Context: an optimization exercise on an open-source flow, tuned for small area. The choices shown serve that exercise and are no tape-out recipe.
In this exercise RTL edits were held to simulation tests only and were not proved equivalent to the original.
Power figures rest on the tool's default switching activity, not on a simulated workload.

==> run C <==
## uart_box
module uart_box
(
input  wire        CLK,
input  wire        RST,
input  wire        I_STB,
input  wire [7:0]  I_DATA,
output wire        I_ACK,
output wire        O_TxD,
input  wire        I_RxD,
output wire        O_STB,
output wire [7:0]  O_DATA,
input  wire        O_ACK,
input  wire [15:0] CFG_CLK_DIV
);
==> module serial_tx_box, before the edit <==
module serial_tx_box
(
input  wire       CLK,
input  wire       RST,
input  wire       I_STB,
input  wire [7:0] I_DATA,
output wire       I_ACK,
output wire       O_TxD,
input  wire       TICK,
input  wire [4:0] PH
);
reg  [255:0] rg;
reg  [5:0]   wp;
reg  [5:0]   rp;
wire [7:0]   tap    = rg[255:248];
wire         wmatch = (wp[4:0] == PH);
wire         rmatch = (rp[4:0] == PH);
wire         empty  = (wp == rp);
wire         full   = (wp[5] != rp[5]) && (wp[4:0] == rp[4:0]);
reg  [9:0]   sh;
reg          txd;
reg  [2:0]   sub;
wire         bnd    = TICK && (sub == 3'd7);
wire         shfree = (sh == 10'd0);
wire         ld     = shfree && rmatch && !empty;
wire         wr     = I_STB && wmatch && (!full || ld);
always@(posedge CLK)
 rg <= {rg[247:0], wr ? I_DATA : tap};
always@(posedge CLK or posedge RST)
 if(RST)        wp <= 6'd0;
 else if(wr)    wp <= wp + 6'd1;
always@(posedge CLK or posedge RST)
 if(RST)        rp <= 6'd0;
 else if(ld)    rp <= rp + 6'd1;
always@(posedge CLK or posedge RST)
 if(RST)        sub <= 3'd0;
 else if(TICK)  sub <= sub + 3'd1;
always@(posedge CLK or posedge RST)
 if(RST)                sh <= 10'd0;
 else if(bnd && !shfree) sh <= {1'b0, sh[9:1]};
 else if(ld)            sh <= {1'b1, tap, 1'b0};
always@(posedge CLK or posedge RST)
 if(RST)                txd <= 1'b1;
 else if(bnd && !shfree) txd <= sh[0];
assign I_ACK = wr;
assign O_TxD = txd;
endmodule
==> module serial_rx_box, before the edit <==
module serial_rx_box
(
input  wire       CLK,
input  wire       RST,
input  wire       I_RxD,
output wire       O_STB,
output wire [7:0] O_DATA,
input  wire       O_ACK,
input  wire       TICK,
input  wire [4:0] PH
);
reg          act;
reg  [6:0]   cnt;
reg  [7:0]   sh;
reg          pend;
wire         smp    = TICK && act && (cnt[2:0] == 3'd3);
wire         dbit   = (cnt[6:3] != 4'd0) && (cnt[6:3] != 4'd9);
reg  [255:0] rg;
reg  [5:0]   wp;
reg  [5:0]   rp;
wire [7:0]   tap    = rg[255:248];
wire         empty  = (wp == rp);
wire         full   = (wp[5] != rp[5]) && (wp[4:0] == rp[4:0]);
wire         wr     = pend && !full && (wp[3:0] == PH[3:0]);
wire         wr0    = wr && (wp[4] == PH[4]);
wire         wr16   = wr && (wp[4] != PH[4]);
reg  [7:0]   od;
reg          ostb;
wire         take   = ostb && O_ACK;
wire         rd     = (rp[4:0] == PH) && !empty && (!ostb || take);
always@(posedge CLK or posedge RST)
 if(RST)                       act <= 1'b0;
 else if(!act && TICK && !I_RxD) act <= 1'b1;
 else if(smp && cnt[6:3] == 4'd9) act <= 1'b0;
always@(posedge CLK or posedge RST)
 if(RST)                       cnt <= 7'd0;
 else if(!act)                 cnt <= 7'd0;
 else if(TICK)                 cnt <= cnt + 7'd1;
always@(posedge CLK)
 if(smp && dbit)               sh <= {I_RxD, sh[7:1]};
always@(posedge CLK or posedge RST)
 if(RST)                       pend <= 1'b0;
 else if(smp && cnt[6:3] == 4'd8) pend <= 1'b1;
 else if(wr)                   pend <= 1'b0;
always@(posedge CLK)
 rg <= {rg[247:128], wr16 ? sh : rg[127:120], rg[119:0], wr0 ? sh : tap};
always@(posedge CLK or posedge RST)
 if(RST)        wp <= 6'd0;
 else if(wr)    wp <= wp + 6'd1;
always@(posedge CLK or posedge RST)
 if(RST)        rp <= 6'd0;
 else if(rd)    rp <= rp + 6'd1;
always@(posedge CLK)
 if(rd)         od <= tap;
always@(posedge CLK or posedge RST)
 if(RST)        ostb <= 1'b0;
 else if(rd)    ostb <= 1'b1;
 else if(take)  ostb <= 1'b0;
assign O_STB  = ostb;
assign O_DATA = od;
endmodule
==> module uart_box, before the edit <==
module uart_box
(
input  wire        CLK,
input  wire        RST,
input  wire        I_STB,
input  wire [7:0]  I_DATA,
output wire        I_ACK,
output wire        O_TxD,
input  wire        I_RxD,
output wire        O_STB,
output wire [7:0]  O_DATA,
input  wire        O_ACK,
input  wire [15:0] CFG_CLK_DIV
);
reg  [15:0] pc;
wire        tick = (pc == 16'd1);
always@(posedge CLK or posedge RST)
 if(RST)        pc <= 16'd1;
 else if(tick)  pc <= CFG_CLK_DIV;
 else           pc <= pc - 16'd1;
reg  [4:0]  ph;
always@(posedge CLK or posedge RST)
 if(RST)        ph <= 5'd0;
 else           ph <= ph + 5'd1;
serial_tx_box tx
(
.CLK        (CLK),
.RST        (RST),
.I_STB      (I_STB),
.I_DATA     (I_DATA),
.I_ACK      (I_ACK),
.O_TxD      (O_TxD),
.TICK       (tick),
.PH         (ph)
);
serial_rx_box rx
(
.CLK        (CLK),
.RST        (RST),
.I_RxD      (I_RxD),
.O_STB      (O_STB),
.O_DATA     (O_DATA),
.O_ACK      (O_ACK),
.TICK       (tick),
.PH         (ph)
);
endmodule
Settings: LEC_CHECK=0, CAP_MARGIN=20, CORE_MARGIN=2, CORE_UTILIZATION=50, SLEW_MARGIN=20; clock period 10.0 ns.
run.sh (not shown) runs the stock make flow with config.mk's settings and CLKGATE_MAP_FILE= SYNTH_SCRIPT=/design/flow/synth_recipe.tcl, a recipe that flattens the netlist after the stock synthesis.
==> inputs of run P, as changes to run C <==
==> flow/design.v (replaced) <==
module serial_tx_box
(
input  wire       CLK,
input  wire       RST,
input  wire       I_STB,
input  wire [7:0] I_DATA,
output wire       I_ACK,
output wire       O_TxD,
input  wire       TICK
);
reg  [255:0] rg;
reg  [4:0]   dw;
reg  [4:0]   dr;
reg          fl;
wire [7:0]   tap    = rg[255:248];
wire         zw     = (dw == 5'd0);
wire         zr     = (dr == 5'd0);
reg  [9:0]   sh;
reg          txd;
reg  [2:0]   sub;
wire         bnd    = TICK && (sub == 3'd7);
wire         shfree = (sh == 10'd0);
wire         ld     = shfree && zr && !(zw && !fl);
wire         wr     = I_STB && zw && !(zr && fl && !ld);
always@(posedge CLK)
 rg <= {rg[247:0], wr ? I_DATA : tap};
always@(posedge CLK or posedge RST)
 if(RST)        dw <= 5'd0;
 else if(!wr)   dw <= dw - 5'd1;
always@(posedge CLK or posedge RST)
 if(RST)        dr <= 5'd0;
 else if(!ld)   dr <= dr - 5'd1;
always@(posedge CLK or posedge RST)
 if(RST)        fl <= 1'b0;
 else if(wr)    fl <= 1'b1;
 else if(ld)    fl <= 1'b0;
always@(posedge CLK)
 if(TICK)       sub <= sub + 3'd1;
always@(posedge CLK or posedge RST)
 if(RST)                 sh <= 10'd0;
 else if(bnd && !shfree) sh <= {1'b0, sh[9:1]};
 else if(ld)             sh <= {1'b1, tap, 1'b0};
always@(posedge CLK or posedge RST)
 if(RST)                 txd <= 1'b1;
 else if(bnd && !shfree) txd <= sh[0];
assign I_ACK = wr;
assign O_TxD = txd;
endmodule
module serial_rx_box
(
input  wire       CLK,
input  wire       RST,
input  wire       I_RxD,
output wire       O_STB,
output wire [7:0] O_DATA,
input  wire       O_ACK,
input  wire       TICK
);
reg          act;
reg  [6:0]   cnt;
reg  [7:0]   sh;
reg          pend;
wire         smp    = TICK && act && (cnt[2:0] == 3'd3);
wire         dbit   = (cnt[6:3] != 4'd0) && (cnt[6:3] != 4'd9);
reg  [255:0] rg;
reg  [4:0]   dw;
reg  [4:0]   dr;
reg          fl;
wire [7:0]   tap    = rg[255:248];
wire         zr4    = (dr[3:0] == 4'd0);
wire         zw4    = (dw[3:0] == 4'd0);
wire         zr     = zr4 && !dr[4];
wire         zw     = zw4 && !dw[4];
wire         full   = fl && zr4 && (dr[4] == dw[4]);
wire         wr     = pend && zw4 && !full;
wire         wr0    = wr && !dw[4];
wire         wr16   = wr &&  dw[4];
reg  [7:0]   od;
reg          ostb;
wire         take   = ostb && O_ACK;
wire         rd     = zr && !(zw && !fl) && (!ostb || take);
always@(posedge CLK or posedge RST)
 if(RST)                         act <= 1'b0;
 else if(!act && TICK && !I_RxD) act <= 1'b1;
 else if(smp && cnt[6:3] == 4'd9) act <= 1'b0;
always@(posedge CLK)
 if(!act)                       cnt <= 7'd0;
 else if(TICK)                  cnt <= cnt + 7'd1;
always@(posedge CLK)
 if(smp && dbit)                sh <= {I_RxD, sh[7:1]};
always@(posedge CLK or posedge RST)
 if(RST)                          pend <= 1'b0;
 else if(smp && cnt[6:3] == 4'd8) pend <= 1'b1;
 else if(wr)                      pend <= 1'b0;
always@(posedge CLK)
 rg <= {rg[247:128], wr16 ? sh : rg[127:120], rg[119:0], wr0 ? sh : tap};
always@(posedge CLK or posedge RST)
 if(RST)        dw <= 5'd0;
 else if(!wr)   dw <= dw - 5'd1;
always@(posedge CLK or posedge RST)
 if(RST)        dr <= 5'd0;
 else if(!rd)   dr <= dr - 5'd1;
always@(posedge CLK or posedge RST)
 if(RST)        fl <= 1'b0;
 else if(wr)    fl <= 1'b1;
 else if(rd)    fl <= 1'b0;
always@(posedge CLK)
 if(rd)         od <= tap;
always@(posedge CLK or posedge RST)
 if(RST)        ostb <= 1'b0;
 else if(rd)    ostb <= 1'b1;
 else if(take)  ostb <= 1'b0;
assign O_STB  = ostb;
assign O_DATA = od;
endmodule
module uart_box
(
input  wire        CLK,
input  wire        RST,
input  wire        I_STB,
input  wire [7:0]  I_DATA,
output wire        I_ACK,
output wire        O_TxD,
input  wire        I_RxD,
output wire        O_STB,
output wire [7:0]  O_DATA,
input  wire        O_ACK,
input  wire [15:0] CFG_CLK_DIV
);
reg  [15:0] pc;
wire        tick = (pc == 16'd1);
always@(posedge CLK)
 if(RST || tick) pc <= CFG_CLK_DIV;
 else            pc <= pc - 16'd1;
serial_tx_box tx
(
.CLK        (CLK),
.RST        (RST),
.I_STB      (I_STB),
.I_DATA     (I_DATA),
.I_ACK      (I_ACK),
.O_TxD      (O_TxD),
.TICK       (tick)
);
serial_rx_box rx
(
.CLK        (CLK),
.RST        (RST),
.I_RxD      (I_RxD),
.O_STB      (O_STB),
.O_DATA     (O_DATA),
.O_ACK      (O_ACK),
.TICK       (tick)
);
endmodule
==> flow/flow/run.sh (new file) <==
#!/bin/bash
# Layout flow: the standard ORFS flow (standard.sh, standard synthesis unchanged) with
#  - combinational cells swapped to their smallest drive strength after floorplan (downsize.tcl);
#    repair_design upsizes again where slew or capacitance needs it
#  - buf_1 port buffers
#  - a clock tree of clkbuf_8 leaf clusters without dummy loads
#  - power recovery (downsizing on paths with slack) after global routing
set -euo pipefail
here=$(cd "$(dirname "$0")" && pwd)
export POST_FLOORPLAN_TCL="$here/downsize.tcl"
export BUFFER_PORTS_ARGS="-buffer_cell sky130_fd_sc_hd__buf_1"
export CTS_ARGS="-sink_clustering_enable -repair_clock_nets -dont_use_dummy_load -buf_list sky130_fd_sc_hd__clkbuf_8 -sink_clustering_size 20 -sink_clustering_max_diameter 60"
export RECOVER_POWER=100
bash standard.sh > standard.log 2>&1
==> flow/flow/downsize.tcl (new file) <==
# Swap every combinational cell to the smallest cell of the same function family
# (same name but for the drive-strength suffix); repair_design upsizes where needed later.
set n 0
foreach inst [[ord::get_db_block] getInsts] {
  set m [$inst getMaster]
  set name [$m getName]
  if {![regexp {^(sky130_fd_sc_hd__[a-z0-9]+)_([0-9]+)$} $name -> base drive]} { continue }
  if {[regexp {^sky130_fd_sc_hd__(df|edf|sdf|dl|tap|fill|decap|conb|clk|diode)} $name]} { continue }
  set best $m
  set barea [expr {[$m getWidth] * [$m getHeight]}]
  foreach d {0 1 2 4} {
    set c [[ord::get_db] findMaster ${base}_$d]
    if {$c eq "NULL" || $c eq ""} { continue }
    set a [expr {[$c getWidth] * [$c getHeight]}]
    if {$a < $barea} { set best $c; set barea $a }
  }
  if {$best ne $m} { $inst swapMaster $best; incr n }
}
puts "downsize: swapped $n cells"
==> flow/standard.sh (new file) <==
#!/bin/bash
# synth_recipe.tcl (not shown) runs the flow's synth.tcl, then flattens the netlist and writes it again
# the make line also repeats each setting of config.mk as NAME=value (left out here)
make -C /OpenROAD-flow-scripts/flow DESIGN_CONFIG=/design/flow/config.mk WORK_HOME=/design/flow/orfs CLKGATE_MAP_FILE= SYNTH_SCRIPT=/design/flow/synth_recipe.tcl "${@:-finish}"
removed: flow/run.sh
==> qor summary <==
quantity                                                                 run C                          run P
Status                                                timing/DRC/antenna clean                failed layout checks
Reasons for failing layout checks                                            -  capacitance limit, slew limit
Via Count                                                                6,069                          5,668
Area used by sequential logic in the layout                       12,500 sq um                   12,200 sq um
Post-synth EDFFs                                                            16                             19
Placeable core region                                             28,700 sq um                   27,700 sq um
Endpoint of the worst register-to-register path                       rx.sh[5]                       tx.rg[3]
Die area                                                          30,600 sq um                   29,400 sq um
Summed instance area of the synthesized netlist                   14,600 sq um                   14,000 sq um
Nets                                                                     1,024                            976
Logic power comb                                                    0.000116 W                     0.000109 W
Relative area of clock buffers and inverters in the final design         10.6%                          3.29%
Number of cell instances on the worst register-to-register path              4                              6
Power attributed to sequential cells                                 0.00248 W                      0.00246 W
Clock network fraction of total power                                    44.0%                          27.0%
Synth Area in Simple Gates                                               4.36%                          4.82%
Met1 usage                                                               18.2%                          17.3%
Maxcap violations                                                            0                              2
Power drawn by the clock network                                     0.00204 W                     0.000951 W
Vias in the first global route                                           5,858                          5,529
Top-area cell type share of the netlist area                             70.2%                          76.3%
Post-route insts no fill                                                 1,411                          1,309
Number of DRC markers in iteration 0                                       308                            322
Number of tap instances                                                    384                            378
Multi-input combinational area share                                     11.8%                          11.0%
Design internal power                                                0.00373 W                      0.00281 W


==> run a <==
Another version of the RTL of uart_box (not shown whole).
==> module serial_tx_box, before the edit <==
module serial_tx_box
(
input  wire       CLK,
input  wire       RST,
input  wire       I_STB,
input  wire [7:0] I_DATA,
output wire       I_ACK,
output wire       O_TxD,
input  wire       TICK
);
reg  [255:0] rg;
reg  [4:0]   dw;
reg  [4:0]   dr;
reg          fl;
wire [7:0]   tap    = rg[255:248];
wire         zw     = (dw == 5'd0);
wire         zr     = (dr == 5'd0);
reg  [9:0]   sh;
reg          txd;
reg  [2:0]   sub;
wire         bnd    = TICK && (sub == 3'd7);
wire         shfree = (sh == 10'd0);
wire         ld     = shfree && zr && !(zw && !fl);
wire         wr     = I_STB && zw && !(zr && fl && !ld);
always@(posedge CLK)
 rg <= {rg[247:0], wr ? I_DATA : tap};
always@(posedge CLK or posedge RST)
 if(RST)        dw <= 5'd0;
 else if(!wr)   dw <= dw - 5'd1;
always@(posedge CLK or posedge RST)
 if(RST)        dr <= 5'd0;
 else if(!ld)   dr <= dr - 5'd1;
always@(posedge CLK or posedge RST)
 if(RST)        fl <= 1'b0;
 else if(wr)    fl <= 1'b1;
 else if(ld)    fl <= 1'b0;
always@(posedge CLK)
 if(shfree)     sub <= 3'd0;                
 else if(TICK)  sub <= sub + 3'd1;
always@(posedge CLK or posedge RST)
 if(RST)                 sh <= 10'd0;
 else if(bnd && !shfree) sh <= {1'b0, sh[9:1]};
 else if(ld)             sh <= {1'b1, tap, 1'b0};
always@(posedge CLK or posedge RST)
 if(RST)                 txd <= 1'b1;
 else if(bnd && !shfree) txd <= sh[0];
assign I_ACK = wr;
assign O_TxD = txd;
endmodule
==> module uart_box, before the edit <==
module uart_box
(
input  wire        CLK,
input  wire        RST,
input  wire        I_STB,
input  wire [7:0]  I_DATA,
output wire        I_ACK,
output wire        O_TxD,
input  wire        I_RxD,
output wire        O_STB,
output wire [7:0]  O_DATA,
input  wire        O_ACK,
input  wire [15:0] CFG_CLK_DIV
);
reg  [15:0] pc;
wire        tick = (pc == 16'd1);
always@(posedge CLK)
 if(RST || tick) pc <= CFG_CLK_DIV;
 else            pc <= pc - 16'd1;
serial_tx_box tx
(
.CLK        (CLK),
.RST        (RST),
.I_STB      (I_STB),
.I_DATA     (I_DATA),
.I_ACK      (I_ACK),
.O_TxD      (O_TxD),
.TICK       (tick)
);
serial_rx_box rx
(
.CLK        (CLK),
.RST        (RST),
.I_RxD      (I_RxD),
.O_STB      (O_STB),
.O_DATA     (O_DATA),
.O_ACK      (O_ACK),
.TICK       (tick)
);
endmodule
==> flow/config.mk <==
export PLATFORM = sky130hd
export DESIGN_NAME = uart_box
export DESIGN_NICKNAME = uart_box
export VERILOG_FILES = /design/flow/design.v
export SDC_FILE = /design/flow/constraint.sdc
export NUM_CORES = 4
export LEC_CHECK = 0
export CAP_MARGIN = 20
export CORE_MARGIN = 2
export CORE_UTILIZATION = 50
export PLACE_DENSITY = 0.9
export SLEW_MARGIN = 20
==> flow/constraint.sdc <==
create_clock -name core_clock -period 10.0 [get_ports {CLK}]
set_input_delay 2.0000 -clock core_clock [delete_from_list [all_inputs] [get_ports {CLK}]]
set_output_delay 2.0000 -clock core_clock [all_outputs]
set_load 0.01 [all_outputs]
standard.sh (not shown) runs the stock make flow with config.mk's settings and CLKGATE_MAP_FILE= SYNTH_SCRIPT=/design/flow/synth_recipe.tcl, a recipe that flattens the netlist after the stock synthesis.
==> flow/flow/run.sh <==
#!/bin/bash
# Layout flow: the standard ORFS flow (standard.sh, standard synthesis unchanged) with
#  - combinational cells swapped to their smallest drive strength after floorplan (downsize.tcl);
#    repair_design upsizes again where slew or capacitance needs it
#  - buf_1 port buffers
#  - a clock tree of clkbuf_8 leaf clusters under clkbuf_4 branch and root buffers, without
#    dummy loads; placement density 0.9 to keep the leaf clusters small
set -euo pipefail
here=$(cd "$(dirname "$0")" && pwd)
export POST_FLOORPLAN_TCL="$here/downsize.tcl"
export BUFFER_PORTS_ARGS="-buffer_cell sky130_fd_sc_hd__buf_1"
export CTS_ARGS="-sink_clustering_enable -repair_clock_nets -dont_use_dummy_load -buf_list sky130_fd_sc_hd__clkbuf_8 -tree_buf sky130_fd_sc_hd__clkbuf_4 -root_buf sky130_fd_sc_hd__clkbuf_4 -sink_clustering_size 22 -sink_clustering_max_diameter 60"
bash standard.sh > standard.log 2>&1
==> flow/flow/downsize.tcl <==
# Swap every combinational cell to the smallest cell of the same function family
# (same name but for the drive-strength suffix); repair_design upsizes where needed later.
set n 0
foreach inst [[ord::get_db_block] getInsts] {
  set m [$inst getMaster]
  set name [$m getName]
  if {![regexp {^(sky130_fd_sc_hd__[a-z0-9]+)_([0-9]+)$} $name -> base drive]} { continue }
  if {[regexp {^sky130_fd_sc_hd__(df|edf|sdf|dl|tap|fill|decap|conb|clk|diode)} $name]} { continue }
  set best $m
  set barea [expr {[$m getWidth] * [$m getHeight]}]
  foreach d {0 1 2 4} {
    set c [[ord::get_db] findMaster ${base}_$d]
    if {$c eq "NULL" || $c eq ""} { continue }
    set a [expr {[$c getWidth] * [$c getHeight]}]
    if {$a < $barea} { set best $c; set barea $a }
  }
  if {$best ne $m} { $inst swapMaster $best; incr n }
}
puts "downsize: swapped $n cells"
==> inputs of run b, as changes to run a <==
--- a/flow/design.v
+++ b/flow/design.v
@@ -35,8 +35,7 @@
  else if(wr)    fl <= 1'b1;
  else if(ld)    fl <= 1'b0;
 always@(posedge CLK)
- if(shfree)     sub <= 3'd0;                
- else if(TICK)  sub <= sub + 3'd1;
+ if(TICK)       sub <= sub + 3'd1;
 always@(posedge CLK or posedge RST)
  if(RST)                 sh <= 10'd0;
  else if(bnd && !shfree) sh <= {1'b0, sh[9:1]};
@@ -130,9 +129,10 @@
 );
 reg  [15:0] pc;
 wire        tick = (pc == 16'd1);
-always@(posedge CLK)
- if(RST || tick) pc <= CFG_CLK_DIV;
- else            pc <= pc - 16'd1;
+always@(posedge CLK or posedge RST)
+ if(RST)        pc <= 16'd1;
+ else if(tick)  pc <= CFG_CLK_DIV;
+ else           pc <= pc - 16'd1;
 serial_tx_box tx
 (
 .CLK        (CLK),
==> flow/flow/run.sh (replaced) <==
#!/bin/bash
# Layout flow: the standard ORFS flow (standard.sh), with a clock tree of clkbuf_8 leaf
# clusters and no dummy clock loads, and buf_1 port buffers.
set -euo pipefail
export CTS_ARGS="-sink_clustering_enable -repair_clock_nets -dont_use_dummy_load -buf_list sky130_fd_sc_hd__clkbuf_8 -sink_clustering_size 20 -sink_clustering_max_diameter 60"
export BUFFER_PORTS_ARGS="-buffer_cell sky130_fd_sc_hd__buf_1"
bash standard.sh > standard.log 2>&1
PLACE_DENSITY = unset   (was 0.9)
removed: flow/flow/downsize.tcl
==> run notes <==
|  | run b | run a |
|---|---|---|
| Crit path max-delay cell type | o211a_1 | buf_4 |
| Total length of routed wires | 16700 um | 18100 um |
| Clk network pwr share | 26.7% | 25.0% |
| Met3 layer usage reported by global route | 2.77% | 2.43% |
| Gp weighted congestion | 0.729 | 0.765 |
| Synthesized area | 0.0141 mm^2 | 0.0141 mm^2 |
| Clock slew at the register clock pins of the worst setup and hold paths | 0.11 ns | 0.12 ns |
| Finished layout cell area | 0.0153 mm^2 | 0.0151 mm^2 |
| Sequential cell power | 2.48 mW | 2.47 mW |
| P per Cell Area | 234 mW/mm^2 | 229 mW/mm^2 |
| Global-route track usage on met1 | 17.6% | 16.2% |
| CP arrival | 2.79 ns | 2.81 ns |
| Area fraction of the dominant cell type after synthesis | 73.5% | 76.2% |
| Grt met2 use | 16.9% | 21.6% |
| Outcome | complete, no violations | complete, no violations |

afterwards: timing with drivers on the ports:
The flow's constraints put no driver on any port. The routed layouts listed below were extracted and timed again, unchanged, in two steps.
Step 1 assumes that a clkbuf_16 drives the clock port and a buf_2 every other input.
Step 2 moves the port delays by t, midway between the first and last clock arrival at a register: inputs arrive t later, outputs are due t later. That takes back most of the time a late clock gives input paths.
Slacks: no drivers / after step 1 / after step 2; pairs: no drivers / after step 1.
run	t, ns	setup WS [ns]	clock arrival spread, ns	slew at the worst register clock pin (ns)	pins driven straight from the clock port
run C	0.587	4.407 / 4.381 / 4.381	0.026 / 0.027	0.06 / 0.06	1
run P	0.573	4.368 / 4.346 / 4.346	0.052 / 0.052	0.12 / 0.12	1
run a	0.752	5.192 / 5.165 / 5.165	0.074 / 0.074	0.12 / 0.12	1
run b	0.573	5.208 / 5.186 / 5.186	0.044 / 0.044	0.11 / 0.11	1
For run a, which loses most, drivers alone change the setup slack by -0.027 ns; drivers and shift together by -0.027 ns.
